Source: an optimization exercise on an open RTL-to-GDS flow (aim: small area and few clock cycles per item). Production flows keep margins and buffers that such runs may drop. At most, simulation tests tie the RTL to the original design; equivalence was not proved. No functional check of the RTL was part of run 1.

[flow/run.sh]
#!/bin/bash
# synth_recipe.tcl (not shown) runs the flow's synth.tcl, then flattens the netlist and writes it again
# the make line also repeats each setting of config.mk as NAME=value (left out here)
make -C /OpenROAD-flow-scripts/flow DESIGN_CONFIG=/design/flow/config.mk WORK_HOME=/design/flow/orfs CLKGATE_MAP_FILE= SYNTH_SCRIPT=/design/flow/synth_recipe.tcl finish
[flow/config.mk]
export PLATFORM = sky130hd
export DESIGN_NAME = dblcordicpll
export DESIGN_NICKNAME = dblcordicpll
export VERILOG_FILES = /design/flow/design.v
export SDC_FILE = /design/flow/constraint.sdc
export NUM_CORES = 4
export LEC_CHECK = 0
export CAP_MARGIN = 20
export CORE_MARGIN = 2
export CORE_UTILIZATION = 40
export PLACE_DENSITY = 0.6
export SLEW_MARGIN = 20
[flow/constraint.sdc]
create_clock -name core_clock -period 10.0 [get_ports {i_clk}]
set_input_delay 2.0000 -clock core_clock [delete_from_list [all_inputs] [get_ports {i_clk}]]
set_output_delay 2.0000 -clock core_clock [all_outputs]
set_load 0.01 [all_outputs]
[flow/design.v]
module	dblcordicpll (
		input	wire			i_clk,
		input	wire			i_reset,
		input	wire			i_ld,
		input	wire	[31:0]		i_step,
		input	wire			i_ce,
		input	wire	signed	[15:0]	i_input,
		input	wire	[4:0]		i_lgcoeff,
		output	wire	[15:0]		o_err,
		output	wire	[31:0]		o_phase,
		output	wire			pd_done
	);
	reg	[31:0]		r_phase, r_step;
	reg	signed	[15:0]	fil_sin, fil_cos;
	reg	[3:0]		lg;
	reg			st_rot, st_f1, st_f2, st_vld, st_vec, st_done, st_post;
	reg	[3:0]		cm;	 
	reg	signed	[23:0]	xv, yv;
	reg	signed	[31:0]	ph;
	wire	idle = !(st_rot || st_f1 || st_f2 || st_vld || st_vec || st_done);
	wire	last_rot = (cm == 4'd8);
	wire	last_vec = (cm == 4'd11);
	wire	[3:0]	lga = lg - 4'd1;	 
	always @(posedge i_clk)
	if (i_reset)
	begin
		st_rot  <= 1'b0;
		st_f1   <= 1'b0;
		st_f2   <= 1'b0;
		st_vld  <= 1'b0;
		st_vec  <= 1'b0;
		st_done <= 1'b0;
		st_post <= 1'b0;
	end else begin
		st_rot  <= i_ce || (st_rot && !last_rot);
		st_f1   <= st_rot && last_rot;
		st_f2   <= st_f1;
		st_vld  <= st_f2;
		st_vec  <= st_vld || (st_vec && !last_vec);
		st_done <= st_vec && last_vec;
		st_post <= st_done;
	end
	always @(posedge i_clk)
	if (i_ce)
		cm <= 4'd1;
	else if (st_f1)
		cm <= { 1'b0, lga[3:1] };
	else if (st_vld)
		cm <= 4'd0;
	else
		cm <= cm + 4'd1;
	always @(posedge i_clk)
	if (i_ce)
		lg <= i_lgcoeff[3:0];
	reg	[29:0]	ca, cb;
	always @(*)
	case ({ idle, st_rot, cm })
	6'h20, 6'h21, 6'h22, 6'h23, 6'h24, 6'h25, 6'h26, 6'h27, 6'h28, 6'h29,
	6'h2a, 6'h2b, 6'h2c, 6'h2d, 6'h2e, 6'h2f,
	6'h30, 6'h31, 6'h32, 6'h33, 6'h34, 6'h35, 6'h36, 6'h37, 6'h38, 6'h39,
	6'h3a, 6'h3b, 6'h3c, 6'h3d, 6'h3e, 6'h3f: ca = 30'h12e4051d;
	6'h11: ca = 30'h09fb385b;
	6'h12: ca = 30'h028b0d43;
	6'h13: ca = 30'h00a2f61e;
	6'h14: ca = 30'h0028be53;
	6'h15: ca = 30'h000a2f98;
	6'h16: ca = 30'h00028be6;
	6'h17: ca = 30'h0000a2f9;
	6'h18: ca = 30'h000028be;
	6'h01: ca = 30'h051111d4;
	6'h02: ca = 30'h0145d7e1;
	6'h03: ca = 30'h00517c55;
	6'h04: ca = 30'h00145f2e;
	6'h05: ca = 30'h000517cc;
	6'h06: ca = 30'h000145f3;
	6'h07: ca = 30'h0000517c;
	6'h08: ca = 30'h0000145f;
	6'h09: ca = 30'h00000517;
	6'h0a: ca = 30'h00000145;
	6'h0b: ca = 30'h00000051;
	default: ca = 30'h0;
	endcase
	always @(*)
	case ({ st_rot, cm })
	5'h11: cb = 30'h051111d4;
	5'h12: cb = 30'h0145d7e1;
	5'h13: cb = 30'h00517c55;
	5'h14: cb = 30'h00145f2e;
	5'h15: cb = 30'h000517cc;
	5'h16: cb = 30'h000145f3;
	5'h17: cb = 30'h0000517c;
	5'h18: cb = 30'h0000145f;
	5'h00: cb = 30'h09fb385b;
	5'h01: cb = 30'h028b0d43;
	5'h02: cb = 30'h00a2f61e;
	5'h03: cb = 30'h0028be53;
	5'h04: cb = 30'h000a2f98;
	5'h05: cb = 30'h00028be6;
	5'h06: cb = 30'h0000a2f9;
	5'h07: cb = 30'h000028be;
	5'h08: cb = 30'h00000a2f;
	5'h09: cb = 30'h0000028b;
	5'h0a: cb = 30'h000000a2;
	5'h0b: cb = 30'h0000004e;
	default: cb = 30'h0;
	endcase
	wire	[31:0]	nco = ~r_phase;
	wire	[2:0]	q = nco[31:29];
	wire	[3:0]	q1 = { 1'b0, q } + 4'd1;
	wire	[31:0]	rp = { nco[31:30] - q1[2:1], nco[29:0] };
	wire		re = !rp[31];	 
	wire	[1:0]	vq = { fil_cos[15], fil_sin[15] };
	wire	signed [15:0]	nsrc = idle ? i_input : (vq == 2'b10) ? fil_cos : fil_sin;
	wire	signed [17:0]	nval = -{ {2{nsrc[15]}}, nsrc };
	wire	signed [23:0]	n4 = { nval, 6'd0 };
	wire	signed [23:0]	n2 = { nval[17], nval, 5'd0 };
	wire	signed [23:0]	p4 = { {2{i_input[15]}}, i_input, 6'd0 };
	wire	signed [23:0]	p2 = { {3{i_input[15]}}, i_input, 5'd0 };
	wire	signed [23:0]	fx = { {2{fil_cos[15]}}, fil_cos, 6'd0 };
	wire	signed [23:0]	fy = { {2{fil_sin[15]}}, fil_sin, 6'd0 };
	reg	signed [23:0]	lx, ly;
	always @(*)
	if (idle)
		case (q)
		3'b001, 3'b010: begin lx = n4; ly = re ? n2 : p2; end
		3'b011, 3'b100: begin lx = re ? p2 : n2; ly = n4; end
		3'b101, 3'b110: begin lx = p4; ly = re ? p2 : n2; end
		default:        begin lx = re ? n2 : p2; ly = p4; end
		endcase
	else
		case (vq)
		2'b10:   begin lx = fy; ly = n4; end
		2'b11:   begin lx = n4; ly = fx; end
		default: begin lx = fx; ly = fy; end
		endcase
	reg	[2:0]	vp;
	always @(*)
	case (vq)
	2'b01: vp = 3'h7;
	2'b10: vp = 3'h3;
	2'b11: vp = 3'h5;
	default: vp = 3'h1;
	endcase
	wire	[4:0]	sa = { cm, 1'b0 };
	wire	[4:0]	sb = { cm, 1'b1 };
	wire		ea = idle ? re : st_rot ? !ph[31] : yv[23];
	wire	signed [23:0]	xsfa = xv >>> sa;
	wire	signed [23:0]	ysfa = yv >>> sa;
	wire	[23:0]	xsa = { xsfa[23:4], st_rot ? 4'd0 : xsfa[3:0] };
	wire	[23:0]	ysa = { ysfa[23:4], st_rot ? 4'd0 : ysfa[3:0] };
	wire	[23:0]	xa, ya;
	wire	[31:0]	pa;
	fadd #(.W(24)) axa (.a(xv), .b(ysa ^ {24{ea}}),  .ci(ea),  .s(xa));
	fadd #(.W(24)) aya (.a(yv), .b(xsa ^ {24{!ea}}), .ci(!ea), .s(ya));
	fadd #(.W(32)) apa (.a(idle ? rp : ph), .b({ 2'b00, ca } ^ {32{ea}}), .ci(ea), .s(pa));
	wire		eb = st_rot ? !pa[31] : ya[23];
	wire	signed [23:0]	xsfb = $signed(xa) >>> sb;
	wire	signed [23:0]	ysfb = $signed(ya) >>> sb;
	wire	[23:0]	xsb = { xsfb[23:4], st_rot ? 4'd0 : xsfb[3:0] };
	wire	[23:0]	ysb = { ysfb[23:4], st_rot ? 4'd0 : ysfb[3:0] };
	wire	[23:0]	xb, yb;
	wire	[31:0]	pb;
	csadd #(.W(24), .S(8)) axb (.a(xa), .b(ysb ^ {24{eb}}),  .ci(eb),  .s(xb));
	csadd #(.W(24), .S(8)) ayb (.a(ya), .b(xsb ^ {24{!eb}}), .ci(!eb), .s(yb));
	csadd #(.W(32), .S(8)) apb (.a(pa), .b({ 2'b00, cb } ^ {32{eb}}), .ci(eb), .s(pb));
	wire	[15:0]	tr_cos, tr_sin;
	filt1 fc (.v(xv), .f(fil_cos), .t(tr_cos));
	filt1 fs (.v(yv), .f(fil_sin), .t(tr_sin));
	wire	[15:0]	nfil_cos, nfil_sin;
	rcadd #(.W(16)) afc (.a(fil_cos), .b(xsfa[23:8]), .ci(1'b0), .s(nfil_cos));
	rcadd #(.W(16)) afs (.a(fil_sin), .b(ysfa[23:8]), .ci(1'b0), .s(nfil_sin));
	always @(posedge i_clk)
	if (i_reset)
	begin
		fil_cos <= 16'd0;
		fil_sin <= 16'd0;
	end else if (st_f2)
	begin
		fil_cos <= nfil_cos;
		fil_sin <= nfil_sin;
	end
	wire	signed [31:0]	pcorr = ph >>> lg;
	always @(posedge i_clk)
	if (i_ce || st_vld)
	begin
		xv <= lx;
		yv <= ly;
	end else if (st_f1)
	begin
		xv <= lga[0] ? { tr_cos[15], tr_cos, 7'd0 } : { tr_cos, 8'd0 };
		yv <= lga[0] ? { tr_sin[15], tr_sin, 7'd0 } : { tr_sin, 8'd0 };
	end else begin
		xv <= xb;
		yv <= yb;
	end
	always @(posedge i_clk)
	if (i_ce)
		ph <= pa;
	else if (st_vld)
		ph <= { vp, 29'd0 };
	else if (st_done)
		ph <= pcorr >>> 2;
	else
		ph <= pb;
	wire		lsub = st_done || st_post;
	wire	[31:0]	la = st_post ? r_step : r_phase;
	wire	[31:0]	lb = lsub ? ~pcorr : r_step;
	wire	[31:0]	lsum;
	csadd #(.W(32), .S(11)) aloop (.a(la), .b(lb), .ci(lsub), .s(lsum));
	always @(posedge i_clk)
	if (i_reset)
		r_phase <= 32'd0;
	else if (st_done || st_f1)
		r_phase <= lsum;
	always @(posedge i_clk)
	if (i_reset)
		r_step <= 32'd0;
	else if (i_ld)
		r_step <= i_step;
	else if (st_post)
		r_step <= lsum;
	assign	pd_done = st_done;
	assign	o_err   = ph[31:16];
	assign	o_phase = r_phase;
endmodule
module	fadd #(parameter W = 24) (
		input	wire	[W-1:0]	a, b,
		input	wire		ci,
		output	wire	[W-1:0]	s
	);
	assign	s = a + b + { {(W-1){1'b0}}, ci };
endmodule
module	filt1 (
		input	wire	[23:0]	v,
		input	wire	[15:0]	f,
		output	wire	[15:0]	t
	);
	wire		c = v[6] & (v[7] | v[5] | v[4]);
	wire	[15:0]	pm, d;
	rcadd #(.W(16)) ar (.a(v[22:7]), .b(16'd0), .ci(c), .s(pm));
	rcadd #(.W(16)) ad (.a(pm), .b(~f), .ci(1'b1), .s(d));
	rcadd #(.W(16)) at (.a(d), .b({ d[15], d[15:1] }), .ci(1'b0), .s(t));
endmodule
module rcadd #(parameter W = 16) (input [W-1:0] a, b, input ci, output [W-1:0] s, output co);
	wire [W:0] c; assign c[0] = ci;
	genvar i;
	generate for (i = 0; i < W; i = i + 1) begin : BIT
		assign s[i] = a[i] ^ b[i] ^ c[i];
		assign c[i+1] = (a[i] & b[i]) | (c[i] & (a[i] ^ b[i]));
	end endgenerate
	assign co = c[W];
endmodule
module rcaddn #(parameter W = 16) (input [W-1:0] a, b, input ci, output [W-1:0] s, output co);
	wire [W:0] cn; assign cn[0] = !ci;
	genvar i;
	generate for (i = 0; i < W; i = i + 1) begin : BIT
		assign s[i] = ~(a[i] ^ b[i] ^ cn[i]);
		assign cn[i+1] = (~a[i] & ~b[i]) | (cn[i] & ~(a[i] & b[i]));
	end endgenerate
	assign co = !cn[W];
endmodule
module csadd #(parameter W = 24, parameter S = 8) (input [W-1:0] a, b, input ci, output [W-1:0] s);
	localparam N = (W + S - 1) / S;
	wire [N:0] c; assign c[0] = ci;
	genvar k;
	generate for (k = 0; k < N; k = k + 1) begin : BLK
		localparam LO = k * S;
		localparam WB = (W - LO < S) ? (W - LO) : S;
		if (k == 0) begin : FIRST
			rcadd #(.W(WB)) a0 (.a(a[LO +: WB]), .b(b[LO +: WB]), .ci(c[0]), .s(s[LO +: WB]), .co(c[1]));
		end else begin : SEL
			wire [WB-1:0] r0, r1; wire c0, c1;
			rcadd  #(.W(WB)) a0 (.a(a[LO +: WB]), .b(b[LO +: WB]), .ci(1'b0), .s(r0), .co(c0));
			rcaddn #(.W(WB)) a1 (.a(a[LO +: WB]), .b(b[LO +: WB]), .ci(1'b1), .s(r1), .co(c1));
			assign s[LO +: WB] = c[k] ? r1 : r0;
			assign c[k+1] = c[k] ? c1 : c0;
		end
	end endgenerate
endmodule
==> impl_metrics.py, run 1 <==
metrics = {
    "run": {
        "maxCapViolCount": 0,
    },
    "floorplan": {
        "die_area_mm2": 0.07950,
        "die_h_um": 282.0,
        "coreArea_mm2": 0.07620,
        "io_pins": 106,
        "rows": 101,
        "die_x_um": 282.0,
        "start_util_pct": 40.55,
    },
    "grt": {
        "grt_util_all_layers_pct": 30.83,
        "met2_usage_pct": 49.23,
        "grt_max_degree": 84,
        "use_met1_pct": 38.83,
        "first_global_vias": 28661,
        "grt_pass1_wl_mm": 183.1,
        "grtUsageMet3_pct": 4.566,
        "grt_remaining_overflow": 0,
        "antenna_found_initial": 0,
        "top_usage_layer": "met2",
    },
    "final_layout": {
        "diodes": 0,
        "fin_nets": 4445,
        "filler_cell_count": 7611,
        "drive_above_1_share_pct": 12.16,
        "stdcell_count": 5034,
        "layout_commonest_cell": "nor2_1",
        "synthToLayoutAreaGrowth_pct": 13.18,
        "layout_common_cells": "nor2_1, nand2_1, a21oi_1",
        "seq_area_mm2": 0.003895,
        "post-route-util_pct": 45.90,
        "multi_input_area_mm2": 0.02526,
    },
    "place": {
        "io_buffers": 104,
        "hpwlAfterDp_mm": 98.51,
        "dp.cells": 4987,
        "place_congestion": 1.012,
    },
    "clock_network": {
        "clkTransAtPathRegs_ps": 90,
        "cts_sinks": 191,
        "root_buffer": "clkbuf_16",
        "ctsLongestPathBuffers": 2,
        "cts_buffers": 17,
        "clk-insertion-delay-late_ps": 510,
        "cts_htree_levels": 4,
        "cts_tree": "yes",
    },
    "setup_path": {
        "crit_path_start_kind": "register",
        "required_ps": 10360,
        "worstPathMaxFanout": 42,
        "path_class": "register to register",
        "arrival_ps": 9990,
        "slowest_stage": "a2111o_1",
        "critPathCaptureType": "register",
        "slowest_delay_ps": 520,
        "crit_top_cell": "fa_1",
    },
    "timing": {
        "final.setup.tns_ps": 0,
        "fin_crit_sh_pct": 96.34,
        "period_minus_slack_ps": 9634,
        "finalHoldViolCount": 0,
        "slew_headroom_pct": 31.32,
        "finalClockSkew_ps": 19.11,
        "final-setup-viol-count": 0,
        "slew_violations": 0,
        "worstMarginPinSlew_ps": 1026,
        "max_freq_mhz": 103.8,
        "fin_hold_ws_ps": 501.6,
    },
    "routing": {
        "drc": 0,
        "vias": 30365,
        "drt-pass1-iter-count": 8,
        "wl_per_cell_um": 24.42,
        "drtIter0Drc": 3361,
        "postRouteAntennaNets": 0,
        "wl_mm": 122.9,
        "via_per_inst": 6.032,
    },
    "synthesis": {
        "synth_seq_cells": 191,
        "synth_compound_area_share_pct": 24.32,
        "synthMuxAreaShare_pct": 12.14,
        "synth.distinct_cells": 104,
        "synthAdderAreaFrac_pct": 22.01,
        "synth-edff-count": 5,
        "synth_ff_type": "dfxtp_1",
        "syn_nets": 4359,
        "syn_inst": 3905,
        "yosys.area_share.simple_pct": 14.99,
        "ys_seq_area_share_pct": 12.53,
        "syn_area_per_cell_um2": 7.914,
        "synthesis.area_mm2": 0.03090,
        "async_reset_ff_share_pct": 0,
        "synth_top_family_by_area": "compound AO/OA/AOI/OAI gates",
        "synthXorXnorAreaFrac_pct": 7.583,
        "yosysWarnings": 1,
    },
    "min_path": {
        "hold_path_class": "register to register",
    },
    "outcome": {
        "status": "complete, no violations",
    },
}
[Yosys cell counts, types with 28 or more instances]
cell      count  area share (%)
clkbuf_1    217             2.6
o211ai_1     48             1.2
dfxtp_1     186              12
inv_1       200             2.4
a22oi_1      39            0.95
nor2_1      399             4.8
o22ai_1      39            0.79
fa_1        243              16
a211oi_1    131             3.2
nand2_1     363             4.4
mux2i_1     230             7.4
ha_1        154             6.2
xnor2_1     208             5.9
nor3_1       39            0.63
o21ai_0     271             4.4
mux2_2       65             2.4
buf_1        52            0.63
xor2_1       57             1.6
a21oi_1     323             5.2
nand3_1      64             1.0
nor2b_1      28            0.57
mux4_2       30             2.2
a21o_1       57             1.4
a221oi_1     29            0.82
[critical path: cells and delay by family, from the launching register on]
family                   cells  cell delay, ps
buffers and inverters        7            1010
AND/OR/NAND/NOR              3             660
AO/OA/AOI/OAI               10            2530
multiplexers                 4            1270
adder cells (fa/ha/maj)      8            3370
XOR/XNOR                     1             130
flip-flops                   1             500
[worst paths after layout]
| path | from | end | slack [ps] | depth (start not counted) |
|---|---|---|---|---|
| setup reg to reg | cm[0] | yv[19] | 370 | 33 |
| hold reg to reg | st_vec | st_done | 500 | 2 |
| hold / removal | st_vec | st_done | 500 | 2 |
| setup / recovery | cm[0] | yv[19] | 370 | 33 |
[layer usage]
metal	vias up	share of wire [%]	wire, um
met5	-	0	0
met4	0	7.3	9009
met3	302	7.5	9238
met2	1433	45	55780
met1	14552	40	48910
li1	14078	-	-
[layout make-up]
cell class / count / share of cell area [%]
Clock buffer: 17 / 1.216
Clock inverter: 15 / 0.5258
Inverter: 207 / 2.239
Multi-Input combinational cell: 3208 / 72.21
Sequential cell: 191 / 11.14
Tap cell: 1030 / 3.685
Timing Repair Buffer: 366 / 8.993
[repair_timing]
item	in CTS	in global routing
hold endpoints to repair	0	0
endpoints found under the setup margin	9	28
hold buffers	0	0
pin swaps	0	7
resized for setup	1	37
setup buffers	1	13
cloned	0	1
[cells by family (layout without fill, tap and decap cells)]
logic type | count (synthesis) | count (layout)
simple gates | 1049 | 1049
xor+xnor | 266 | 266
compound gates | 1167 | 1167
fa+ha+maj | 398 | 398
mux | 328 | 328
flops | 191 | 191
buf+inv | 506 | 605
[registers in the layout (all words and copies together) (netlist names)]
signal and count:
cm 4, fil_cos 16, fil_sin 16, lg 4, ph 32, r_phase 32, r_step 32, st_done 1
st_f1 1, st_f2 1, st_post 1, st_rot 1, st_vec 1, st_vld 1, xv 24, yv 24
[through the flow]
stage / setup WS (ps) / cell area [um^2]
2_1_floorplan: 33.74 / 30920
3_3_place_gp: -167.5 / 34010
3_5_place_dp: -191.2 / 34010
4_1_cts: 100.2 / 34650
5_1_grt: -16.48 / 34980
6_report: 366.0 / 34980
==> run 2, diff against run 1 <==
--- a/flow/design.v
+++ b/flow/design.v
@@ -108,5 +108,4 @@
 	wire	[2:0]	q = nco[31:29];
-	wire	[3:0]	q1 = { 1'b0, q } + 4'd1;
-	wire	[31:0]	rp = { nco[31:30] - q1[2:1], nco[29:0] };
-	wire		re = !rp[31];	 
+	wire	[31:0]	rp = { {2{nco[29]}}, nco[29:0] };
+	wire		re = !nco[29];	 
 	wire	[1:0]	vq = { fil_cos[15], fil_sin[15] };
--- a/flow/config.mk
+++ b/flow/config.mk
@@ -7,2 +7,3 @@
 export LEC_CHECK = 0
+export ABC_AREA = 1
 export CAP_MARGIN = 20
==> impl_metrics.py, run 2 <==
metrics = {
    "routing": {
        "wl_per_cell_um": 22.24,
        "postRouteAntennaNets": 0,
        "drtIter0Drc": 2987,
        "vias": 31545,
        "wl_mm": 123.2,
        "via_per_inst": 5.694,
        "drt-pass1-iter-count": 6,
        "drc": 0,
    },
    "final_layout": {
        "fin_nets": 5008,
        "layout_commonest_cell": "nand2_1",
        "filler_cell_count": 8052,
        "drive_above_1_share_pct": 5.338,
        "layout_common_cells": "nand2_1, o21ai_0, inv_1",
        "diodes": 0,
        "seq_area_mm2": 0.003882,
        "reg_top3": "ph x32, r_phase x32, r_step x32",
        "post-route-util_pct": 43.75,
        "synthToLayoutAreaGrowth_pct": 8.738,
        "multi_input_area_mm2": 0.02290,
    },
    "grt": {
        "grt_pass1_wl_mm": 186.0,
        "antenna_found_initial": 0,
        "grt_remaining_overflow": 0,
        "grt_max_degree": 82,
        "grt_util_all_layers_pct": 31.94,
        "first_global_vias": 30043,
    },
    "floorplan": {
        "io_pins": 106,
        "start_util_pct": 40.23,
        "coreArea_mm2": 0.07407,
        "rows": 100,
        "die_x_um": 276.9,
        "die_h_um": 276.9,
        "die_area_mm2": 0.07670,
    },
    "setup_path": {
        "r2r_end": "xv[16]",
        "reg2reg_depth": 41,
        "critPathCaptureType": "register",
        "cp_num_buf_inv": 10,
        "cp_top_family": "adder cells",
        "crit_top_cell": "fa_1",
        "required_ps": 10450,
        "slowest_delay_ps": 510,
        "arrival_ps": 9880,
        "reg2reg_from": "cm[0]",
        "slowest_stage": "fa_1",
        "ff2ff_setup_slack_ps": 560,
        "worstPathMaxFanout": 21,
        "crit_path_start_kind": "register",
        "path_class": "register to register",
    },
    "synthesis": {
        "yosysTopAreaCell": "fa_1",
        "synth_ff_type": "dfxtp_1",
        "yosysWarnings": 1,
        "synth.distinct_cells": 68,
        "synth-edff-count": 5,
        "synth_seq_cells": 191,
        "synth_common_cells": "nand2_1, o21ai_0, inv_1, nor2_1, a21oi_1",
        "syn_area_per_cell_um2": 6.494,
        "yosysMostFrequentCell": "nand2_1",
        "ys_seq_area_share_pct": 13.00,
        "syn_nets": 5039,
        "async_reset_ff_share_pct": 0,
        "syn_inst": 4589,
        "yosys-top-cells-area": "fa_1, nand2_1, dfxtp_1",
        "yosys.area.top_type_share_pct": 16.32,
        "synthesis.area_mm2": 0.02980,
    },
    "timing": {
        "final.setup.tns_ps": 0,
        "slew_violations": 0,
        "period_minus_slack_ps": 9435,
        "slew_headroom_pct": 21.74,
        "finalClockSkew_ps": 17.82,
        "rsz0062_at_grt": "no",
        "final-setup-viol-count": 0,
        "max_freq_mhz": 106.0,
        "finalHoldViolCount": 0,
        "fin_crit_sh_pct": 94.35,
        "worstMarginPinSlew_ps": 1162,
    },
    "min_path": {
        "whs_endpoint": "st_done",
        "holdPathStages": 2,
        "hold_path_class": "register to register",
        "hold_start": "st_vec",
    },
    "clock_network": {
        "clk-insertion-delay-late_ps": 530,
        "cts_sinks": 191,
        "ctsLongestPathBuffers": 2,
        "clkTransAtPathRegs_ps": 90,
        "cts_tree": "yes",
        "post_cts_buffers": 0,
        "hold_buffers": 0,
        "root_buffer": "clkbuf_16",
        "cts_htree_levels": 4,
        "cts_buffers": 17,
    },
    "place": {
        "place_congestion": 1.014,
        "io_buffers": 104,
        "hpwlAfterDp_mm": 99.49,
    },
    "run": {
        "maxCapViolCount": 0,
    },
    "outcome": {
        "status": "complete, no violations",
    },
}
## run 2: cell count changes after synthesis, moves of 49 or more
cell / change
nor2_1: -108
nand2_1: +824
xnor2_1: -177
xor2_1: +92
a21oi_1: -69
inv_1: +293
mux2_2: -58
a21o_1: -49
nand3_1: +172
mux2i_1: -201
a211oi_1: -121
o21ai_0: +326
## run 2: kinds of logic (layout without fill, tap and decap cells)
| logic type | Yosys count | in the layout | synth area share, % |
|---|---|---|---|
| AOI/OAI and AO/OA | 1175 | 1175 | 22.02 |
| xor gates and xnor gates | 181 | 181 | 5.345 |
| adders and majority gates | 393 | 393 | 22.62 |
| buffers and inverters | 774 | 756 | 10.29 |
| DFF | 191 | 191 | 13.00 |
| muxes | 36 | 36 | 1.239 |
| and+or+nand+nor | 1839 | 1839 | 25.49 |
## run 2: worst min-delay path, cell delays in order, from the launching register on
cell     delay (ps)
dfxtp_1         330
nand2_1          60
nor2_1           30
## run 2: final cells by class
type | count | share of cell area, %
inverter | 519 | 6.016
tap | 969 | 3.742
multi-input combinational | 3624 | 70.66
sequential | 191 | 11.98
clock inverter | 15 | 0.6641
clock buffer | 17 | 1.313
timing repair buffer | 205 | 5.626
## run 2: worst max path at each step
stage	slack, ps	cells after the start	start	endpoint
final	560	41	cm[0]	xv[16]
after global routing	20	44	cm[0]	xv[16]
after CTS	460	43	cm[1]	xv[16]
after detailed placement	510	43	cm[1]	xv[16]
after global placement	610	44	cm[0]	xv[16]
after floorplan	1220	26	yv[7]	yv[22]
## run 2: per-layer routing
metal  routed length, um  part of all wire (%)  global-route usage (%)  up-vias
met1               49310                    40                   39.35    14906
met2               58540                    48                   53.74     1289
met3                7017                   5.7                   3.375      278
met5                   0                     0                       0        -
met4                8350                   6.8                   19.57        0
li1                    -                     -                       -    15072
## run 2: stage by stage
stage | area, um^2 | instances | hold slack (ps) | worst slack, ps
after floorplan | 29800 | 4589 | 428.1 | 1224
after global placement | 31740 | 5508 | 439.6 | 608.9
after detailed placement | 31740 | 5508 | 434.1 | 509.6
after CTS | 32380 | 5540 | 447.9 | 459.2
after global routing | 32400 | 5540 | 474.2 | 18.85
final | 32400 | 5540 | 452.8 | 564.8
## run 2: what timing repair did
action / in CTS / in global routing
gates resized for setup: 0 / 15
endpoints found under the setup margin: 0 / 16
endpoints found under the hold margin: 0 / 0
Testbench counts of run 2, summed over its fixed seeds: cycles 96,000, items 3,840.
==> run 3, diff against run 2 <==
--- a/flow/config.mk
+++ b/flow/config.mk
@@ -7,3 +7,2 @@
 export LEC_CHECK = 0
-export ABC_AREA = 1
 export CAP_MARGIN = 20
==> impl_metrics.py, run 3 <==
metrics = {
    "outcome": {
        "status": "complete, no violations",
    },
    "synthesis": {
        "synth_ff_type": "dfxtp_1",
        "synthesis.area_mm2": 0.03099,
        "yosysTopAreaCell": "fa_1",
        "syn_area_per_cell_um2": 8.076,
        "yosys.area.top_type_share_pct": 15.70,
        "async_reset_ff_share_pct": 0,
        "yosys-top-cells-area": "fa_1, dfxtp_1, mux2i_1",
        "synth_common_cells": "nor2_1, a21oi_1, nand2_1, o21ai_0, fa_1",
        "synth-edff-count": 5,
        "yosysMostFrequentCell": "nor2_1",
        "synth_seq_cells": 191,
        "ys_seq_area_share_pct": 12.50,
        "syn_inst": 3838,
        "synth.distinct_cells": 113,
        "syn_nets": 4288,
        "yosysWarnings": 1,
    },
    "place": {
        "place_area_mm2": 0.03408,
        "io_buffers": 104,
        "place_congestion": 1.011,
        "dp.cells": 4930,
        "hpwlAfterDp_mm": 95.91,
    },
    "grt": {
        "grt_remaining_overflow": 0,
        "first_global_vias": 28082,
        "antenna_found_initial": 0,
        "grt_pass1_wl_mm": 180.9,
        "grt_max_degree": 84,
        "grt_util_all_layers_pct": 30.22,
    },
    "run": {
        "maxCapViolCount": 0,
    },
    "floorplan": {
        "die_h_um": 282.4,
        "die_area_mm2": 0.07973,
        "rows": 102,
        "die_x_um": 282.4,
        "start_util_pct": 40.21,
        "io_pins": 106,
        "coreArea_mm2": 0.07708,
    },
    "final_layout": {
        "reg_top3": "ph x32, r_phase x32, r_step x32",
        "final_area_mm2": 0.03494,
        "fin_nets": 4371,
        "layout_common_cells": "nor2_1, a21oi_1, nand2_1",
        "synthToLayoutAreaGrowth_pct": 12.72,
        "layout_commonest_cell": "nor2_1",
        "stdcell_count": 4974,
        "drive_above_1_share_pct": 13.93,
        "post-route-util_pct": 45.33,
        "diodes": 0,
    },
    "clock_network": {
        "cts_sinks": 191,
        "ctsLongestPathBuffers": 2,
        "clk-insertion-delay-late_ps": 490,
        "root_buffer": "clkbuf_16",
        "cts_tree": "yes",
        "cts_htree_levels": 4,
        "clkTransAtPathRegs_ps": 80,
        "cts_buffers": 17,
        "hold_buffers": 0,
    },
    "timing": {
        "fin_crit_sh_pct": 96.24,
        "slew_headroom_pct": 32.69,
        "finalHoldViolCount": 0,
        "period_minus_slack_ps": 9624,
        "final.setup.tns_ps": 0,
        "max_freq_mhz": 103.9,
        "rsz0062_at_grt": "yes",
        "final-setup-viol-count": 0,
        "fin_hold_ws_ps": 508.8,
        "slew_violations": 0,
        "worstMarginPinSlew_ps": 1010,
        "finalClockSkew_ps": 17.71,
    },
    "routing": {
        "wl_mm": 120.9,
        "wl_per_cell_um": 24.31,
        "drc": 0,
        "drt-pass1-iter-count": 6,
        "vias": 29671,
        "drtIter0Drc": 3326,
        "via_per_inst": 5.965,
        "postRouteAntennaNets": 0,
    },
    "setup_path": {
        "required_ps": 10410,
        "reg2reg_depth": 37,
        "slowest_delay_ps": 600,
        "worstPathMaxFanout": 9,
        "crit_top_cell": "fa_1",
        "slowest_stage": "mux4_2",
        "critPathCaptureType": "register",
        "path_class": "register to register",
        "crit_path_start_kind": "register",
        "arrival_ps": 10030,
    },
    "min_path": {
        "holdPathStages": 2,
        "hold_path_class": "register to register",
    },
}
-- run 3: cell types whose count changed in the layout (fill, tap and decap cells not counted), moves of 41 or more --
cell | previous run | this run
xor2_1 | 149 | 48
mux2i_1 | 29 | 191
nand3_1 | 236 | 55
nor2_1 | 286 | 373
inv_1 | 491 | 208
a211oi_1 | 10 | 125
nor2b_1 | 0 | 41
mux2_2 | 7 | 71
buf_4 | 98 | 259
xnor2_1 | 31 | 211
o21ai_0 | 589 | 248
nand2_1 | 1187 | 341
a21oi_1 | 253 | 358
mux4_2 | 0 | 67
-- run 3: layout make-up --
class,count,area (um^2)
tap,1040,1301
multi-input combinational,3126,25230
clock inverter,15,187.7
inverter,217,815.8
clock buffer,17,425.4
timing repair buffer,368,3080
sequential,191,3901
fill,7839,42150
-- run 3: worst paths after layout --
| path | start | to | slack [ps] |
|---|---|---|---|
| max | cm[1] | xv[16] | 380 |
| min | r_phase[0] | r_phase[0] | 510 |
| max reg2reg | cm[1] | xv[16] | 380 |
| min reg2reg | r_phase[0] | r_phase[0] | 510 |
-- run 3: metrics by stage --
step / worst slack [ps]
floorplan: 122.9
global placement: 115.5
detailed placement: 48.09
CTS: 129.9
global route: -26.07
finish: 376.3
-- run 3: what timing repair did --
item / CTS / global route
setup endpoints to repair: 1 / 23
buffers inserted: 0 / 12
pin swaps: 0 / 3
gates cloned: 0 / 0
hold endpoints to repair: 0 / 0
resized for setup: 1 / 37
-- run 3: layer usage --
| metal | up-vias | part of all wire [%] | track usage (%) | routed length, um |
|---|---|---|---|---|
| met5 | - | 0 | 0 | 0 |
| met1 | 14338 | 40 | 38.51 | 48180 |
| met2 | 1274 | 47 | 49.16 | 56240 |
| met4 | 0 | 7.0 | 18.06 | 8440 |
| met3 | 274 | 6.7 | 3.618 | 8071 |
| li1 | 13785 | - | - | - |
-- run 3: kinds of logic (layout without fill, tap and decap cells) --
group | count (synthesis) | in the layout | share of synthesized area (%)
buffers and inverters | 521 | 617 | 6.677
AOI/OAI and AO/OA | 1130 | 1130 | 23.20
and+or+nand+nor | 1003 | 1003 | 14.40
adders and majority gates | 393 | 393 | 21.75
muxes | 335 | 335 | 13.89
DFF | 191 | 191 | 12.50
xor gates and xnor gates | 265 | 265 | 7.581
-- run 3: critical path, delay by kind of cell (launching register included) --
family / cells / cell delay (ps)
fa+ha+maj: 8 / 3370
compound gates: 12 / 2270
mux: 4 / 1440
buf+inv: 8 / 1200
xor+xnor: 3 / 630
flops: 1 / 460
simple gates: 2 / 150
==> run 4, diff against run 3 <==
--- a/flow/config.mk
+++ b/flow/config.mk
@@ -7,6 +7,7 @@
 export LEC_CHECK = 0
+export ABC_AREA = 1
 export CAP_MARGIN = 20
 export CORE_MARGIN = 2
-export CORE_UTILIZATION = 40
-export PLACE_DENSITY = 0.6
+export CORE_UTILIZATION = 60
+export PLACE_DENSITY = 0.75
 export SLEW_MARGIN = 20
==> impl_metrics.py, run 4 <==
metrics = {
    "synthesis": {
        "yosys.area.top_type_share_pct": 16.32,
        "syn_area_per_cell_um2": 6.494,
        "ys_seq_area_share_pct": 13.00,
        "yosysWarnings": 1,
        "yosysMostFrequentCell": "nand2_1",
        "yosysTopAreaCell": "fa_1",
        "synth.distinct_cells": 68,
        "yosys-top-cells-area": "fa_1, nand2_1, dfxtp_1",
        "synth_ff_type": "dfxtp_1",
        "syn_inst": 4589,
        "async_reset_ff_share_pct": 0,
        "synth_seq_cells": 191,
        "syn_nets": 5039,
        "synthesis.area_mm2": 0.02980,
        "synth-edff-count": 5,
        "synth_common_cells": "nand2_1, o21ai_0, inv_1, nor2_1, a21oi_1",
    },
    "timing": {
        "slew_headroom_pct": 25.21,
        "final.setup.tns_ps": 0,
        "max_freq_mhz": 104.8,
        "finalClockSkew_ps": 22.24,
        "worstMarginPinSlew_ps": 1110,
        "final-setup-viol-count": 0,
        "fin_hold_ws_ps": 454.2,
        "rsz0062_at_grt": "no",
        "fin_crit_sh_pct": 95.44,
        "period_minus_slack_ps": 9544,
        "slew_violations": 0,
        "finalHoldViolCount": 0,
    },
    "final_layout": {
        "seq_area_mm2": 0.003884,
        "layout_common_cells": "nand2_1, o21ai_0, inv_1",
        "layout_commonest_cell": "nand2_1",
        "diodes": 0,
        "multi_input_area_mm2": 0.02290,
        "fin_nets": 5011,
        "filler_cell_count": 4720,
        "synthToLayoutAreaGrowth_pct": 7.612,
        "drive_above_1_share_pct": 5.509,
        "reg_top3": "ph x32, r_phase x32, r_step x32",
    },
    "setup_path": {
        "required_ps": 10380,
        "cp_top_family": "adder cells",
        "cp_num_buf_inv": 3,
        "slowest_stage": "fa_1",
        "slowest_delay_ps": 520,
        "path_class": "register to register",
        "arrival_ps": 9920,
        "crit_top_cell": "fa_1",
        "crit_path_start_kind": "register",
        "critPathCaptureType": "register",
        "worstPathMaxFanout": 5,
    },
    "place": {
        "io_buffers": 104,
        "hpwlAfterDp_mm": 93.01,
        "place_congestion": 1.050,
    },
    "clock_network": {
        "cts_buffers": 17,
        "clk-insertion-delay-late_ps": 540,
        "clkTransAtPathRegs_ps": 100,
        "hold_buffers": 0,
        "cts_htree_levels": 4,
        "ctsLongestPathBuffers": 2,
        "cts_tree": "yes",
        "cts_sinks": 191,
        "root_buffer": "clkbuf_16",
    },
    "routing": {
        "via_per_inst": 6.183,
        "drt-pass1-iter-count": 9,
        "dr_wl_met3_mm": 11.32,
        "vias": 32388,
        "drtIter0Drc": 4114,
        "top_layer": "met4",
        "wl_met2_mm": 51.19,
        "drc": 0,
        "m1WireLength_mm": 42.05,
        "postRouteAntennaNets": 0,
        "wl_mm": 117.6,
        "wl_per_cell_um": 22.45,
    },
    "floorplan": {
        "io_pins": 106,
        "die_area_mm2": 0.05147,
        "die_h_um": 226.9,
        "start_util_pct": 60.88,
        "rows": 81,
        "coreArea_mm2": 0.04895,
        "die_x_um": 226.9,
    },
    "grt": {
        "grt_util_all_layers_pct": 45.98,
        "grt_remaining_overflow": 0,
        "antenna_found_initial": 1,
        "first_global_vias": 29910,
        "grt_pass1_wl_mm": 176.6,
        "grt_max_degree": 86,
    },
    "outcome": {
        "status": "complete, no violations",
    },
    "run": {
        "maxCapViolCount": 0,
    },
    "min_path": {
        "hold_path_class": "register to register",
    },
}
==> run 4: changes by cell type in the layout (fill, tap and decap cells not counted), sizes merged, moves of 166 or more <==
cell   before   now
nand2     342  1214
o21ai     264   642
inv       219   522
nand3      56   242
xnor2     214    31
mux2i     195    29
==> run 4: cell families (layout without fill, tap and decap cells) <==
| family | count (synthesis) | in the layout | share of synthesized area (%) |
|---|---|---|---|
| flip-flops | 191 | 191 | 13.00 |
| adder cells (fa/ha/maj) | 393 | 393 | 22.62 |
| AND/OR/NAND/NOR | 1839 | 1839 | 25.49 |
| buffers and inverters | 774 | 759 | 10.29 |
| XOR/XNOR | 181 | 181 | 5.345 |
| AO/OA/AOI/OAI | 1175 | 1175 | 22.02 |
| multiplexers | 36 | 36 | 1.239 |
==> run 4: metrics by stage <==
| stage | setup WS [ps] | area, um^2 | util (%) | std cells |
|---|---|---|---|---|
| global route | 42.99 | 32070 | 65.51 | 5238 |
| detailed placement | 283.1 | 31370 | 64.08 | 5204 |
| finish | 455.5 | 32070 | 65.51 | 5238 |
| global placement | 504.5 | 31370 | 64.08 | 5204 |
| CTS | 219.1 | 31970 | 65.31 | 5236 |
| floorplan | 1224 | 29800 | - | 4589 |
==> run 4: final cells by class <==
type / count / share of cell area, %
Multi-Input combinational cell: 3624 / 71.42
Sequential cell: 191 / 12.11
Inverter: 519 / 6.094
Timing Repair Buffer: 208 / 5.899
Tap cell: 664 / 2.591
Clock buffer: 18 / 1.405
Clock inverter: 14 / 0.4838
==> run 4: routing by layer <==
| layer | up-vias | global-route usage (%) |
|---|---|---|
| li1 | 15067 | - |
| met3 | 528 | 9.628 |
| met2 | 1911 | 70.72 |
| met4 | 0 | 41.70 |
| met5 | - | 0 |
| met1 | 14882 | 53.95 |
==> run 4: worst paths after layout <==
check,startpoint,end,slack (ps),depth (start not counted)
setup / recovery,yv[4],yv[22],460,28
hold / removal,st_vec,st_done,450,2
setup reg to reg,yv[4],yv[22],460,28
hold reg to reg,st_vec,st_done,450,2
==> run 4: worst min-delay path: stages (launching register included) <==
cell and delay [ps]:
dfxtp_1 330, nand2_1 70, nor2_1 40
==> run 4: what timing repair did <==
action                                  CTS  global route
endpoints found under the setup margin    0            21
resized for setup                         0            17
buffers inserted                          0             0
==> run 5, diff against run 4 <==
--- a/flow/design.v
+++ b/flow/design.v
@@ -21,3 +21,3 @@
 	wire	last_rot = (cm == 4'd8);
-	wire	last_vec = (cm == 4'd11);
+	wire	last_vec = (cm == 4'd10);
 	wire	[3:0]	lga = lg - 4'd1;	 
@@ -54,3 +54,6 @@
 		lg <= i_lgcoeff[3:0];
-	reg	[29:0]	ca, cb;
+	wire	e23 = yv[23] ? !((&yv) && xv[22]) : ((~|yv) && xv[22]);
+	wire	same = st_done && (yv[23] == e23);
+	wire	[29:0]	ca = ctab | { 22'd0, same, 2'b00, {3{same}}, {2{st_done}} };
+	reg	[29:0]	cb, ctab;
 	always @(*)
@@ -60,23 +63,22 @@
 	6'h30, 6'h31, 6'h32, 6'h33, 6'h34, 6'h35, 6'h36, 6'h37, 6'h38, 6'h39,
-	6'h3a, 6'h3b, 6'h3c, 6'h3d, 6'h3e, 6'h3f: ca = 30'h12e4051d;
-	6'h11: ca = 30'h09fb385b;
-	6'h12: ca = 30'h028b0d43;
-	6'h13: ca = 30'h00a2f61e;
-	6'h14: ca = 30'h0028be53;
-	6'h15: ca = 30'h000a2f98;
-	6'h16: ca = 30'h00028be6;
-	6'h17: ca = 30'h0000a2f9;
-	6'h18: ca = 30'h000028be;
-	6'h01: ca = 30'h051111d4;
-	6'h02: ca = 30'h0145d7e1;
-	6'h03: ca = 30'h00517c55;
-	6'h04: ca = 30'h00145f2e;
-	6'h05: ca = 30'h000517cc;
-	6'h06: ca = 30'h000145f3;
-	6'h07: ca = 30'h0000517c;
-	6'h08: ca = 30'h0000145f;
-	6'h09: ca = 30'h00000517;
-	6'h0a: ca = 30'h00000145;
-	6'h0b: ca = 30'h00000051;
-	default: ca = 30'h0;
+	6'h3a, 6'h3b, 6'h3c, 6'h3d, 6'h3e, 6'h3f: ctab = 30'h12e4051d;
+	6'h11: ctab = 30'h09fb385b;
+	6'h12: ctab = 30'h028b0d43;
+	6'h13: ctab = 30'h00a2f61e;
+	6'h14: ctab = 30'h0028be53;
+	6'h15: ctab = 30'h000a2f98;
+	6'h16: ctab = 30'h00028be6;
+	6'h17: ctab = 30'h0000a2f9;
+	6'h18: ctab = 30'h000028be;
+	6'h01: ctab = 30'h051111d4;
+	6'h02: ctab = 30'h0145d7e1;
+	6'h03: ctab = 30'h00517c55;
+	6'h04: ctab = 30'h00145f2e;
+	6'h05: ctab = 30'h000517cc;
+	6'h06: ctab = 30'h000145f3;
+	6'h07: ctab = 30'h0000517c;
+	6'h08: ctab = 30'h0000145f;
+	6'h09: ctab = 30'h00000517;
+	6'h0a: ctab = 30'h00000145;
+		default: ctab = 30'h0;
 	endcase
@@ -151,5 +153,5 @@
 	wire	[31:0]	pa;
-	fadd #(.W(24)) axa (.a(xv), .b(ysa ^ {24{ea}}),  .ci(ea),  .s(xa));
-	fadd #(.W(24)) aya (.a(yv), .b(xsa ^ {24{!ea}}), .ci(!ea), .s(ya));
-	fadd #(.W(32)) apa (.a(idle ? rp : ph), .b({ 2'b00, ca } ^ {32{ea}}), .ci(ea), .s(pa));
+	bkadd #(.W(24)) axa (.a(xv), .b(ysa ^ {24{ea}}),  .ci(ea),  .s(xa));
+	bkadd #(.W(24)) aya (.a(yv), .b(xsa ^ {24{!ea}}), .ci(!ea), .s(ya));
+	bkadd #(.W(32)) apa (.a(idle ? rp : ph), .b({ 2'b00, ca } ^ {32{ea}}), .ci(ea), .s(pa));
 	wire		eb = st_rot ? !pa[31] : ya[23];
@@ -161,5 +163,5 @@
 	wire	[31:0]	pb;
-	csadd #(.W(24), .S(8)) axb (.a(xa), .b(ysb ^ {24{eb}}),  .ci(eb),  .s(xb));
-	csadd #(.W(24), .S(8)) ayb (.a(ya), .b(xsb ^ {24{!eb}}), .ci(!eb), .s(yb));
-	csadd #(.W(32), .S(8)) apb (.a(pa), .b({ 2'b00, cb } ^ {32{eb}}), .ci(eb), .s(pb));
+	bkadd #(.W(24)) axb (.a(xa), .b(ysb ^ {24{eb}}),  .ci(eb),  .s(xb));
+	bkadd #(.W(24)) ayb (.a(ya), .b(xsb ^ {24{!eb}}), .ci(!eb), .s(yb));
+	bkadd #(.W(32)) apb (.a(pa), .b({ 2'b00, cb } ^ {32{eb}}), .ci(eb), .s(pb));
 	wire	[15:0]	tr_cos, tr_sin;
@@ -180,3 +182,4 @@
 	end
-	wire	signed [31:0]	pcorr = ph >>> lg;
+	wire	signed [31:0]	pfin = st_post ? ph : pa;
+	wire	signed [31:0]	pcorr = pfin >>> lg;
 	always @(posedge i_clk)
@@ -207,3 +210,3 @@
 	wire	[31:0]	lsum;
-	csadd #(.W(32), .S(11)) aloop (.a(la), .b(lb), .ci(lsub), .s(lsum));
+	bkadd #(.W(32)) aloop (.a(la), .b(lb), .ci(lsub), .s(lsum));
 	always @(posedge i_clk)
@@ -221,6 +224,6 @@
 	assign	pd_done = st_done;
-	assign	o_err   = ph[31:16];
+	assign	o_err   = pa[31:16];
 	assign	o_phase = r_phase;
 endmodule
-module	fadd #(parameter W = 24) (
+module	bkadd #(parameter W = 24) (
 		input	wire	[W-1:0]	a, b,
@@ -229,3 +232,34 @@
 	);
-	assign	s = a + b + { {(W-1){1'b0}}, ci };
+	localparam N = W + 1;			 
+	localparam L = (N > 32) ? 6 : (N > 16) ? 5 : (N > 8) ? 4 : (N > 4) ? 3 : (N > 2) ? 2 : 1;
+	wire [N-1:0] g [0:2*L];
+	wire [N-1:0] p [0:2*L];
+	assign g[0] = { a & b, ci };
+	assign p[0] = { a ^ b, 1'b0 };
+	genvar i, j;
+	generate
+	for (i = 0; i < L; i = i + 1) begin : UP
+		for (j = 0; j < N; j = j + 1) begin : N_
+			if ((j % (2 << i)) == (2 << i) - 1) begin : OP
+				assign g[i+1][j] = g[i][j] | (p[i][j] & g[i][j - (1 << i)]);
+				assign p[i+1][j] = p[i][j] & p[i][j - (1 << i)];
+			end else begin : PASS
+				assign g[i+1][j] = g[i][j];
+				assign p[i+1][j] = p[i][j];
+			end
+		end
+	end
+	for (i = L - 2; i >= 0; i = i - 1) begin : DN
+		for (j = 0; j < N; j = j + 1) begin : N_
+			if ((j >= (3 << i) - 1) && ((j - ((3 << i) - 1)) % (2 << i) == 0)) begin : OP
+				assign g[2*L-1-i][j] = g[2*L-2-i][j] | (p[2*L-2-i][j] & g[2*L-2-i][j - (1 << i)]);
+				assign p[2*L-1-i][j] = p[2*L-2-i][j] & p[2*L-2-i][j - (1 << i)];
+			end else begin : PASS
+				assign g[2*L-1-i][j] = g[2*L-2-i][j];
+				assign p[2*L-1-i][j] = p[2*L-2-i][j];
+			end
+		end
+	end
+	endgenerate
+	assign s = p[0][N-1:1] ^ g[2*L-1][N-2:0];
 endmodule
@@ -251,28 +285 @@
 endmodule
-module rcaddn #(parameter W = 16) (input [W-1:0] a, b, input ci, output [W-1:0] s, output co);
-	wire [W:0] cn; assign cn[0] = !ci;
-	genvar i;
-	generate for (i = 0; i < W; i = i + 1) begin : BIT
-		assign s[i] = ~(a[i] ^ b[i] ^ cn[i]);
-		assign cn[i+1] = (~a[i] & ~b[i]) | (cn[i] & ~(a[i] & b[i]));
-	end endgenerate
-	assign co = !cn[W];
-endmodule
-module csadd #(parameter W = 24, parameter S = 8) (input [W-1:0] a, b, input ci, output [W-1:0] s);
-	localparam N = (W + S - 1) / S;
-	wire [N:0] c; assign c[0] = ci;
-	genvar k;
-	generate for (k = 0; k < N; k = k + 1) begin : BLK
-		localparam LO = k * S;
-		localparam WB = (W - LO < S) ? (W - LO) : S;
-		if (k == 0) begin : FIRST
-			rcadd #(.W(WB)) a0 (.a(a[LO +: WB]), .b(b[LO +: WB]), .ci(c[0]), .s(s[LO +: WB]), .co(c[1]));
-		end else begin : SEL
-			wire [WB-1:0] r0, r1; wire c0, c1;
-			rcadd  #(.W(WB)) a0 (.a(a[LO +: WB]), .b(b[LO +: WB]), .ci(1'b0), .s(r0), .co(c0));
-			rcaddn #(.W(WB)) a1 (.a(a[LO +: WB]), .b(b[LO +: WB]), .ci(1'b1), .s(r1), .co(c1));
-			assign s[LO +: WB] = c[k] ? r1 : r0;
-			assign c[k+1] = c[k] ? c1 : c0;
-		end
-	end endgenerate
-endmodule
--- a/flow/config.mk
+++ b/flow/config.mk
@@ -8,6 +8,6 @@
 export ABC_AREA = 1
-export CAP_MARGIN = 20
+export CAP_MARGIN = 0
 export CORE_MARGIN = 2
-export CORE_UTILIZATION = 60
-export PLACE_DENSITY = 0.75
-export SLEW_MARGIN = 20
+export CORE_UTILIZATION = 40
+export PLACE_DENSITY = 0.6
+export SLEW_MARGIN = 0
==> impl_metrics.py, run 5 <==
metrics = {
    "final_layout": {
        "seq_area_mm2": 0.003871,
        "drive_above_1_share_pct": 6.872,
        "synthToLayoutAreaGrowth_pct": 10.73,
        "layout_common_cells": "nand2_1, o21ai_0, inv_1",
        "fin_nets": 4826,
        "multi_input_area_mm2": 0.02197,
        "reg_top3": "ph x32, r_phase x32, r_step x32",
        "post-route-util_pct": 44.54,
        "layout_commonest_cell": "nand2_1",
        "filler_cell_count": 7509,
        "stdcell_count": 5333,
    },
    "clock_network": {
        "ctsLongestPathBuffers": 2,
        "root_buffer": "clkbuf_16",
        "cts_sinks": 191,
        "clk-insertion-delay-late_ps": 530,
        "cts_buffers": 17,
        "post_cts_buffers": 0,
        "clkTransAtPathRegs_ps": 90,
        "hold_buffers": 0,
        "cts_tree": "yes",
        "cts_htree_levels": 4,
    },
    "floorplan": {
        "die_x_um": 271.7,
        "io_pins": 106,
        "start_util_pct": 40.22,
        "die_area_mm2": 0.07380,
        "die_h_um": 271.7,
        "coreArea_mm2": 0.07124,
        "rows": 98,
    },
    "place": {
        "io_buffers": 104,
        "dp.cells": 5298,
        "place_congestion": 1.003,
        "hpwlAfterDp_mm": 89.75,
    },
    "timing": {
        "slew_headroom_pct": 22.01,
        "slew_violations": 0,
        "fin_crit_sh_pct": 91.36,
        "finalClockSkew_ps": 23.95,
        "max_freq_mhz": 109.5,
        "finalHoldViolCount": 0,
        "worstMarginPinSlew_ps": 1166,
        "period_minus_slack_ps": 9136,
        "final-setup-viol-count": 0,
        "final.setup.tns_ps": 0,
    },
    "routing": {
        "drc": 0,
        "drtIter0Drc": 3416,
        "wl_mm": 114.4,
        "wl_per_cell_um": 21.44,
        "vias": 30535,
        "drt-pass1-iter-count": 8,
        "postRouteAntennaNets": 0,
        "via_per_inst": 5.726,
    },
    "min_path": {
        "hold_path_class": "register to register",
    },
    "setup_path": {
        "slowest_delay_ps": 520,
        "worstPathMaxFanout": 5,
        "crit_top_cell": "o21ai_0",
        "arrival_ps": 9590,
        "critPathCaptureType": "register",
        "slowest_stage": "fa_1",
        "path_class": "register to register",
        "required_ps": 10460,
        "crit_path_start_kind": "register",
    },
    "synthesis": {
        "syn_area_per_cell_um2": 6.606,
        "yosysMostFrequentCell": "nand2_1",
        "ys_seq_area_share_pct": 13.48,
        "yosysTopAreaCell": "nand2_1",
        "syn_nets": 4797,
        "yosys-top-cells-area": "nand2_1, dfxtp_1, fa_1",
        "synth_common_cells": "nand2_1, o21ai_0, inv_1, nor2_1, ha_1",
        "synth_ff_type": "dfxtp_1",
        "yosysWarnings": 3,
        "yosys.area.top_type_share_pct": 13.32,
        "synth-edff-count": 4,
        "async_reset_ff_share_pct": 0,
        "synth_seq_cells": 191,
        "synth.distinct_cells": 79,
        "syn_inst": 4338,
        "synthesis.area_mm2": 0.02866,
    },
    "grt": {
        "grt_pass1_wl_mm": 172.2,
        "antenna_found_initial": 6,
        "first_global_vias": 27776,
        "grt_remaining_overflow": 0,
        "grt_util_all_layers_pct": 30.53,
        "grt_max_degree": 117,
    },
    "run": {
        "maxCapViolCount": 0,
    },
    "outcome": {
        "status": "complete, no violations",
    },
}
## run 5: cell count changes in the layout (fill, tap and decap cells not counted), sizes merged, moves of 13 or more
cell    before   now
xor2       150   169
nor2       299   271
o221ai      25    38
nand2     1214  1057
nand3      242   155
xnor2       31    65
fa         243   174
o21ai      642   655
buf        103   145
a21oi      254   210
ha         150   228
## run 5: final timing paths
path | startpoint | cells after the start | end | slack, ps
worst max-delay path | yv[4] | 52 | r_step[30] | 860
worst min-delay path | st_vec | 2 | st_done | 440
worst max register to register | yv[4] | 52 | r_step[30] | 860
worst min register to register | st_vec | 2 | st_done | 440
## run 5: cell type report
cell class                      count  area share [%]
Multi-Input combinational cell   3404           69.24
Sequential cell                   191           12.20
Tap cell                          950           3.746
Timing Repair Buffer              249           6.751
Inverter                          504           6.013
Antenna cell                        3         0.02366
Clock buffer                       17           1.341
Clock inverter                     15          0.6861
## run 5: cells by family after synthesis
| logic type | Yosys count | share of synthesized area [%] |
|---|---|---|
| compound gates | 1176 | 23.41 |
| fa+ha+maj | 402 | 22.11 |
| simple gates | 1570 | 23.00 |
| mux | 22 | 0.7685 |
| flops | 191 | 13.48 |
| xor+xnor | 234 | 7.178 |
| buf+inv | 743 | 10.05 |
## run 5: worst max-delay path: cells and delay by family, from the launching register on
kind / cells / cell delay (ps)
AO/OA/AOI/OAI: 24 / 4150
XOR/XNOR: 2 / 480
adder cells (fa/ha/maj): 4 / 1520
buffers and inverters: 7 / 800
flip-flops: 1 / 410
AND/OR/NAND/NOR: 15 / 1710
## run 5: repair_timing
action | in CTS | in global routing
endpoints found under the setup margin | 0 | 15
resized for setup | 0 | 10
hold endpoints to repair | 0 | 0
## run 5: through the flow
| step | hold slack, ps | setup slack, ps | area [um^2] |
|---|---|---|---|
| 6_report | 440.8 | 863.7 | 31730 |
| 5_1_grt | 473.4 | -34.61 | 31720 |
| 4_1_cts | 442.1 | 521.3 | 31690 |
| 3_5_place_dp | 429.4 | 577.0 | 31040 |
| 3_3_place_gp | 426.4 | 627.4 | 31040 |
| 2_1_floorplan | 416.8 | 877.9 | 28660 |
## run 5: routing by layer
| layer | up-vias | GRT usage (%) | wire length (um) |
|---|---|---|---|
| li1 | 14531 | - | - |
| met1 | 14284 | 44.74 | 50980 |
| met2 | 1519 | 44.10 | 46650 |
| met3 | 199 | 6.776 | 12940 |
| met4 | 2 | 9.456 | 3773 |
| met5 | - | 0 | 13 |
Testbench counts of run 5, summed over its fixed seeds: cycles 92,160, items 3,840.
==> run 6, diff against run 5 <==
--- a/flow/config.mk
+++ b/flow/config.mk
@@ -8,3 +8,3 @@
 export ABC_AREA = 1
-export CAP_MARGIN = 0
+export CAP_MARGIN = 20
 export CORE_MARGIN = 2
@@ -12,2 +12,2 @@
 export PLACE_DENSITY = 0.6
-export SLEW_MARGIN = 0
+export SLEW_MARGIN = 20
==> impl_metrics.py, run 6 <==
metrics = {
    "outcome": {
        "status": "complete, no violations",
    },
    "clock_network": {
        "post_cts_buffers": 0,
        "root_buffer": "clkbuf_16",
        "clkTransAtPathRegs_ps": 90,
        "post_cts_resized": 0,
        "hold_buffers": 0,
        "cts_tree": "yes",
        "cts_sinks": 191,
        "cts_htree_levels": 4,
        "ctsLongestPathBuffers": 2,
        "clk-insertion-delay-late_ps": 530,
        "cts_buffers": 17,
    },
    "setup_path": {
        "slowest_delay_ps": 540,
        "crit_top_cell": "nand2_1",
        "reg2reg_depth": 42,
        "r2r_end": "yv[22]",
        "reg2reg_from": "cm[1]",
        "arrival_ps": 9560,
        "cp_top_family": "compound AO/OA/AOI/OAI gates",
        "path_class": "register to register",
        "required_ps": 10410,
        "path_depth": 42,
        "slowest_stage": "buf_4",
        "cp_num_buf_inv": 7,
        "worstPathMaxFanout": 59,
        "critPathCaptureType": "register",
        "ff2ff_setup_slack_ps": 850,
        "crit_path_start_kind": "register",
    },
    "final_layout": {
        "reg_top3": "ph x32, r_phase x32, r_step x32",
        "seq_area_mm2": 0.003871,
        "multi_input_area_mm2": 0.02197,
        "synthToLayoutAreaGrowth_pct": 10.74,
        "fin_nets": 4826,
        "stdcell_count": 5333,
        "layout_commonest_cell": "nand2_1",
        "drive_above_1_share_pct": 6.895,
        "post-route-util_pct": 44.54,
        "layout_common_cells": "nand2_1, o21ai_0, inv_1",
        "filler_cell_count": 7508,
    },
    "timing": {
        "slew_headroom_pct": 25.63,
        "max_freq_mhz": 109.3,
        "final.setup.tns_ps": 0,
        "slew_violations": 0,
        "finalHoldViolCount": 0,
        "finalClockSkew_ps": 24.83,
        "worstMarginPinSlew_ps": 1111,
        "setup_slack_ps": 851.0,
        "fin_hold_ws_ps": 443.3,
        "final-setup-viol-count": 0,
        "period_minus_slack_ps": 9149,
        "fin_crit_sh_pct": 91.49,
    },
    "synthesis": {
        "yosysMostFrequentCell": "nand2_1",
        "yosysWarnings": 3,
        "async_reset_ff_share_pct": 0,
        "syn_nets": 4797,
        "synth.distinct_cells": 79,
        "syn_inst": 4338,
        "synth_seq_cells": 191,
        "yosys-top-cells-area": "nand2_1, dfxtp_1, fa_1",
        "syn_area_per_cell_um2": 6.606,
        "synth_ff_type": "dfxtp_1",
        "yosys.area.top_type_share_pct": 13.32,
        "synth_common_cells": "nand2_1, o21ai_0, inv_1, nor2_1, ha_1",
        "synth-edff-count": 4,
        "yosysTopAreaCell": "nand2_1",
        "synthesis.area_mm2": 0.02866,
        "ys_seq_area_share_pct": 13.48,
    },
    "grt": {
        "grt_pass1_wl_mm": 172.2,
        "top_usage_layer": "met1",
        "antenna_found_initial": 6,
        "met2_usage_pct": 44.10,
        "use_met1_pct": 44.74,
        "grt_util_all_layers_pct": 30.53,
        "grt_remaining_overflow": 0,
        "first_global_vias": 27776,
        "grt_max_degree": 117,
        "grtUsageMet3_pct": 6.776,
    },
    "routing": {
        "wl_per_cell_um": 21.46,
        "vias": 30597,
        "drt-pass1-iter-count": 6,
        "drc": 0,
        "wl_mm": 114.4,
        "drtIter0Drc": 3455,
        "postRouteAntennaNets": 0,
        "via_per_inst": 5.737,
    },
    "floorplan": {
        "die_area_mm2": 0.07380,
        "io_pins": 106,
        "die_h_um": 271.7,
        "rows": 98,
        "coreArea_mm2": 0.07124,
        "die_x_um": 271.7,
        "start_util_pct": 40.22,
    },
    "min_path": {
        "hold_start": "st_vec",
        "holdPathStages": 2,
        "hold_path_class": "register to register",
        "whs_endpoint": "st_done",
    },
    "place": {
        "dp.cells": 5298,
        "hpwlAfterDp_mm": 89.75,
        "io_buffers": 104,
        "dp_slack_ps": 577.0,
        "place_congestion": 1.003,
    },
    "run": {
        "maxCapViolCount": 0,
    },
}
## run 6: changes by cell type in the layout (fill, tap and decap cells not counted)
cell    previous run  this run
nor2_1           262       261
nor2_2             6         7
## run 6: cell type report
class	count	area share, %
clock inverter	15	0.6861
timing repair buffer	249	6.750
tap	950	3.746
sequential	191	12.20
antenna	3	0.02366
clock buffer	17	1.341
inverter	504	6.013
multi-input combinational	3404	69.24
## run 6: cells by family (layout without fill, tap and decap cells)
group	Yosys count	count (layout)	synth area share, %
muxes	22	22	0.7685
AOI/OAI and AO/OA	1176	1176	23.41
other	0	3	0
and+or+nand+nor	1570	1570	23.00
xor gates and xnor gates	234	234	7.178
adders and majority gates	402	402	22.11
buffers and inverters	743	785	10.05
DFF	191	191	13.48
## run 6: worst max path at each step
stage | start | to
3_3_place_gp | yv[15] | r_phase[29]
4_1_cts | yv[15] | r_step[30]
5_1_grt | yv[4] | r_phase[29]
6_report | cm[1] | yv[22]
3_5_place_dp | yv[15] | r_step[30]
2_1_floorplan | cm[0] | r_step[29]
## run 6: worst register-to-register path: cells and delay by family (launching register included)
family	cells	cell delay, ps
xor gates and xnor gates	4	1530
buffers and inverters	7	1320
adders and majority gates	4	1310
muxes	1	270
DFF	1	340
and+or+nand+nor	15	1790
AOI/OAI and AO/OA	11	2480
## run 6: per-layer routing
layer	routed length (um)	share of wire (%)
met1	50920	44
met2	46730	41
met3	13060	11
met4	3717	3.2
met5	13	0.011
## run 6: through the flow
stage | instance area [um^2]
3_3_place_gp | 31040
6_report | 31730
4_1_cts | 31690
3_5_place_dp | 31040
5_1_grt | 31730
2_1_floorplan | 28660

## static timing again, ports no longer ideal
The flow's constraints put no driver on any port. The routed layouts listed below were extracted and timed again, unchanged, in two steps.
Step 1 (the two cells are an assumption about what drives the block):
set clk [get_ports {i_clk}]
set_driving_cell -lib_cell sky130_fd_sc_hd__clkbuf_16 $clk
set_driving_cell -lib_cell sky130_fd_sc_hd__buf_2 [delete_from_list [all_inputs] $clk]
Step 2, shift: input delay + t, output delay - t, t = (earliest + latest rising clock arrival at the registers) / 2. This alone moves slack from input paths to output paths.
a / b / c = no drivers / after step 1 / after step 2; a / b = the first two.
run | t (ns) | setup slack, ns | hold WS [ns] | slew at the worst register clock pin (ns)
run 1 | 0.570 | 0.366 / 0.366 / 0.366 | 0.502 / 0.502 / 0.502 | 0.09 / 0.09
run 2 | 0.584 | 0.565 / 0.565 / 0.565 | 0.453 / 0.453 / 0.453 | 0.10 / 0.10
run 3 | 0.545 | 0.376 / 0.376 / 0.376 | 0.509 / 0.509 / 0.509 | 0.09 / 0.09
run 4 | 0.591 | 0.456 / 0.456 / 0.456 | 0.454 / 0.454 / 0.454 | 0.10 / 0.10
run 5 | 0.583 | 0.864 / 0.864 / 0.864 | 0.441 / 0.441 / 0.441 | 0.11 / 0.11
run 6 | 0.581 | 0.851 / 0.851 / 0.851 | 0.443 / 0.443 / 0.443 | 0.11 / 0.11
After both steps setup and hold are still met in every run listed.
